What follows belongs to an exercise in optimizing a design on an open flow for small area; a production flow would make more cautious choices.
At most, simulation tests tie the RTL to the original design; equivalence was not proved.
No activity file was given, so power comes from the tool's default toggle rates.

## IExecute
module IExecute #(
   parameter N_BITS = 32,
   parameter N_BITS_REG = 5,
   parameter N_OPCODE = 6
)
(  input i_clk, i_reset,
   input  i_exec_mode,
   input  i_step,
   input [1:0] i_aluOP,  
   input i_aluSrc,
   input [N_BITS-1:0] i_datoLeido1,  
   input [N_BITS-1:0] i_datoLeido2,
   input [N_BITS-1:0] i_datoExtSigno,
   input [N_BITS-1:0] i_instruccion,  
   input [N_BITS_REG-1:0] i_rt_id,  
   input [N_BITS_REG-1:0] i_rd_id,  
   input [N_BITS_REG-1:0] i_rt_OR_rd,  
   input [N_BITS_REG-1:0] i_rd_EX_MEM,  
   input [N_BITS_REG-1:0] i_rd_MEM_WB,  
   input [N_BITS_REG-1:0] i_rs_id,      
   input [N_BITS-1:0] i_wbData,
   input [N_BITS-1:0] i_memData,
   input i_memToReg,
   input i_regWrite_EX_MEM,
   input i_regWrite_MEM_WB,
   input [1:0] i_branch,
   input i_memWrite,
   input [1:0]i_memRead,
   input i_regWrite,
   input i_halt,
   output reg [N_BITS-1:0] o_instruccion,
   output reg  o_ceroSignal,
   output reg  [N_BITS-1:0] o_aluResult,
   output reg [N_BITS-1:0] o_datoLeido2,
   output reg [N_BITS_REG-1:0] o_rd_data,  
   output reg [N_BITS_REG-1:0] o_rt_OR_rd,
   output reg o_memToReg,
   output reg [1:0] o_branch,
   output reg o_memWrite,
   output reg o_memRead,
   output reg o_regWrite,
   output reg o_halt
);
Size in the first run: ~2,600 cells after synthesis, roughly 110 flip-flops.
clock: 12.0 ns
lec_check: 0
cap_margin: 20
core_margin: 2
core_utilization: 40
slew_margin: 20
standard.sh (not shown) runs the stock make flow with config.mk's settings and CLKGATE_MAP_FILE= SYNTH_SCRIPT=/design/flow/synth_recipe.tcl, a recipe that flattens the netlist after the stock synthesis.
==> flow/flow/run.sh <==
#!/bin/bash
cp standard.sh standard_sh_copy.log
export BUFFER_PORTS_ARGS="-buffer_cell sky130_fd_sc_hd__buf_1"
bash standard.sh > standard.log 2>&1
The baseline ran to the end with no violations.
==> next run, changes <==
==> flow/run.sh (new file) <==
#!/bin/bash
# synth_recipe.tcl (not shown) runs the flow's synth.tcl, then flattens the netlist and writes it again
# the make line also repeats each setting of config.mk as NAME=value (left out here)
make -C /OpenROAD-flow-scripts/flow DESIGN_CONFIG=/design/flow/config.mk WORK_HOME=/design/flow/orfs CLKGATE_MAP_FILE= SYNTH_SCRIPT=/design/flow/synth_recipe.tcl finish
removed: flow/flow/run.sh
removed: flow/standard.sh
The changed run ran to the end with no violations.
Synthesized cell count does not change.
Global-route usage went down by 1.0 points.
Wire length went down by 2.9%.
Count of clock-buffer cells in the layout went down by 1.
Worst setup slack loses 0.35 ns.
First-iteration DRC count went up by 4.6%.
Critical path depth is unchanged.
Fmax went down by 3.5%.
Cell count barely changes.
Utilization went up by 4.8 points.
Final area went up by 11%.


job 7993:
Another version of the RTL of IExecute (not shown whole).
For scale: roughly 1000 cells after synthesis, roughly 110 flip-flops, roughly 8400 sq um of cells after synthesis.
==> flow/config.mk <==
export PLATFORM = sky130hd
export DESIGN_NAME = IExecute
export DESIGN_NICKNAME = IExecute
export VERILOG_FILES = /design/flow/design.v
export SDC_FILE = /design/flow/constraint.sdc
export NUM_CORES = 4
export LEC_CHECK = 0
export CAP_MARGIN = 10
export CORE_MARGIN = 2
export CORE_UTILIZATION = 45
export SLEW_MARGIN = 10
export SYNTH_HIERARCHICAL = 1
export SYNTH_MINIMUM_KEEP_SIZE = 0
==> flow/constraint.sdc <==
create_clock -name core_clock -period 12.0 [get_ports {i_clk}]
set_input_delay 2.4000 -clock core_clock [delete_from_list [all_inputs] [get_ports {i_clk}]]
set_output_delay 2.4000 -clock core_clock [all_outputs]
set_load 0.01 [all_outputs]
==> flow/flow/run.sh <==
#!/bin/bash
# Layout flow: the standard flow (standard.sh) with two changes:
#  - synthesis is the standard flow's own script (synth_recipe.tcl), except that Yosys's
#    abc call uses an area-oriented mapping script (flow/abc_area.script);
#  - buffer_ports inserts buf_1 cells as the port buffers;
#  - clock tree synthesis uses small clock buffers and no dummy loads;
#  - timing-driven placement does not keep the buffers of its trial repairs.
# Each tool's output is in the ORFS logs; make's output is in standard.log.
set -euo pipefail
HERE=$(pwd)
cat > "$HERE/my_synth.tcl" <<EOF
proc abc {args} {
  set i [lsearch -exact \$args -script]
  if {\$i >= 0} { lset args [expr {\$i+1}] $HERE/flow/abc_area.script }
  puts "abc with area script: \$args"
  yosys abc {*}\$args
}
source $HERE/synth_recipe.tcl
EOF
export BUFFER_PORTS_ARGS="-buffer_cell sky130_fd_sc_hd__buf_1"
# timing-driven global placement, without keeping its resizer's buffers
export GPL_KEEP_OVERFLOW=0
# CTS as ORFS runs it, with small clock buffers and no dummy balancing loads
export CTS_ARGS="-sink_clustering_enable -repair_clock_nets -dont_use_dummy_load -buf_list {sky130_fd_sc_hd__clkbuf_4 sky130_fd_sc_hd__clkbuf_8}"
bash standard.sh SYNTH_SCRIPT="$HERE/my_synth.tcl" finish > standard.log 2>&1
==> flow/flow/abc_area.script <==
strash; &get -n; &st; &dch; &nf -a; &put
Both conditions hold for job 7993: the flow ran to the end and the final layout passed the timing, DRC and antenna checks.
Inputs modified between job 7993 and job 6573:
# job 7993
export LEC_CHECK = 0
export CAP_MARGIN = 10
export CORE_MARGIN = 2
export CORE_UTILIZATION = 45
export SLEW_MARGIN = 10
export SYNTH_HIERARCHICAL = 1
export SYNTH_MINIMUM_KEEP_SIZE = 0
create_clock -name core_clock -period 12.0 [get_ports {i_clk}]
# job 6573
export LEC_CHECK = 0
export CAP_MARGIN = 10
export CORE_MARGIN = 2
export CORE_UTILIZATION = 50
export PLACE_DENSITY = 0.7
export SLEW_MARGIN = 10
export SYNTH_HIERARCHICAL = 1
export SYNTH_MINIMUM_KEEP_SIZE = 0
create_clock -name core_clock -period 12.0 [get_ports {i_clk}]
## What came out
Every run in the comparison, job 7993 and job 6573, completed the flow with a clean layout. Compared with job 7993, job 6573 shows worst setup slack lower by 0.11 ns. Sort job 7993 and job 6573 by share of the clock period used by the worst path after layout, descending, and job 6573 comes first. Job 6573 vs job 7993: global placement routability congestion up in job 6573. Looking at worst slew slack as a fraction of its limit, job 6573 sits 11 points below job 7993. Summary — critical path data arrival time, job 6573 relative to job 7993: higher, by 0.11 ns. Total non-filler cell area in the finished layout sits lower in job 6573 than in job 7993. Job 6573 vs. job 7993: routed wire length decreased 470 um; total power essentially unchanged.
### job 6573 -> job 1601
# job 6573
export LEC_CHECK = 0
export CAP_MARGIN = 10
export CORE_MARGIN = 2
export CORE_UTILIZATION = 50
export PLACE_DENSITY = 0.7
export SLEW_MARGIN = 10
export SYNTH_HIERARCHICAL = 1
export SYNTH_MINIMUM_KEEP_SIZE = 0
create_clock -name core_clock -period 12.0 [get_ports {i_clk}]
# job 1601
export LEC_CHECK = 0
export CAP_MARGIN = 10
export CORE_MARGIN = 2
export CORE_UTILIZATION = 45
export SLEW_MARGIN = 10
export SYNTH_HIERARCHICAL = 1
export SYNTH_MINIMUM_KEEP_SIZE = 0
create_clock -name core_clock -period 12.0 [get_ports {i_clk}]
==> flow/flow/run.sh <==
#!/bin/bash
# Layout flow: the standard flow (standard.sh) with these changes:
#  - synthesis is the standard flow's own script (synth_recipe.tcl), except that Yosys's
#    abc call uses an area-oriented mapping script (flow/abc_area.script);
#  - buffer_ports inserts buf_1 cells as the port buffers;
#  - clock tree synthesis uses small clock buffers and no dummy loads.
# Each tool's output is in the ORFS logs; make's output is in standard.log.
set -euo pipefail
HERE=$(pwd)
cat > "$HERE/my_synth.tcl" <<EOF
proc abc {args} {
  set i [lsearch -exact \$args -script]
  if {\$i >= 0} { lset args [expr {\$i+1}] $HERE/flow/abc_area.script }
  puts "abc with area script: \$args"
  yosys abc {*}\$args
}
source $HERE/synth_recipe.tcl
EOF
export BUFFER_PORTS_ARGS="-buffer_cell sky130_fd_sc_hd__buf_1"
# CTS as ORFS runs it, with small clock buffers and no dummy balancing loads
export CTS_ARGS="-sink_clustering_enable -repair_clock_nets -dont_use_dummy_load -buf_list {sky130_fd_sc_hd__clkbuf_4 sky130_fd_sc_hd__clkbuf_8}"
bash standard.sh SYNTH_SCRIPT="$HERE/my_synth.tcl" finish > standard.log 2>&1
==> comparison <==
Summary — transition time at the pin with the least slew margin, job 1601 relative to job 6573: lower, by 0.11 ns.
On post-layout total power, the higher figure sits with job 6573, not job 1601.
The run with more routed wire is job 1601, not job 6573.
No functional check of the RTL was part of any run of this note.

## afterwards: timing with drivers on the ports
How much do the figures lean on ideal ports? The routed layouts below were timed once more, with nothing changed but the port constraints. Step 1: set_driving_cell puts a clkbuf_16 on i_clk and a buf_2 on each other input, an assumption about the parent block. Step 2 moves the port delays by t, midway between the first and last clock arrival at a register: inputs arrive t later, outputs are due t later. That takes back most of the time a late clock gives input paths. a / b / c = no drivers / after step 1 / after step 2; a / b = the first two.
| run | t (ns) | slack for setup (ns) | slew at the worst register clock pin (ns) |
|---|---|---|---|
| the first run of note 1 | 0.518 | 2.255 / 2.292 / 1.773 | 0.07 / 0.07 |
| the second run of note 1 | 0.515 | 1.903 / 1.945 / 1.430 | 0.07 / 0.07 |
| job 7993 | 0.475 | 0.948 / 0.952 / 0.477 | 0.08 / 0.08 |
| job 6573 | 0.479 | 0.840 / 0.826 / 0.347 | 0.09 / 0.09 |
| job 1601 | 0.471 | 0.914 / 0.933 / 0.463 | 0.09 / 0.09 |
After both steps setup and hold are still met in every run listed. For job 6573, which loses most, drivers alone change the setup slack by -0.014 ns; drivers and shift together by -0.493 ns.
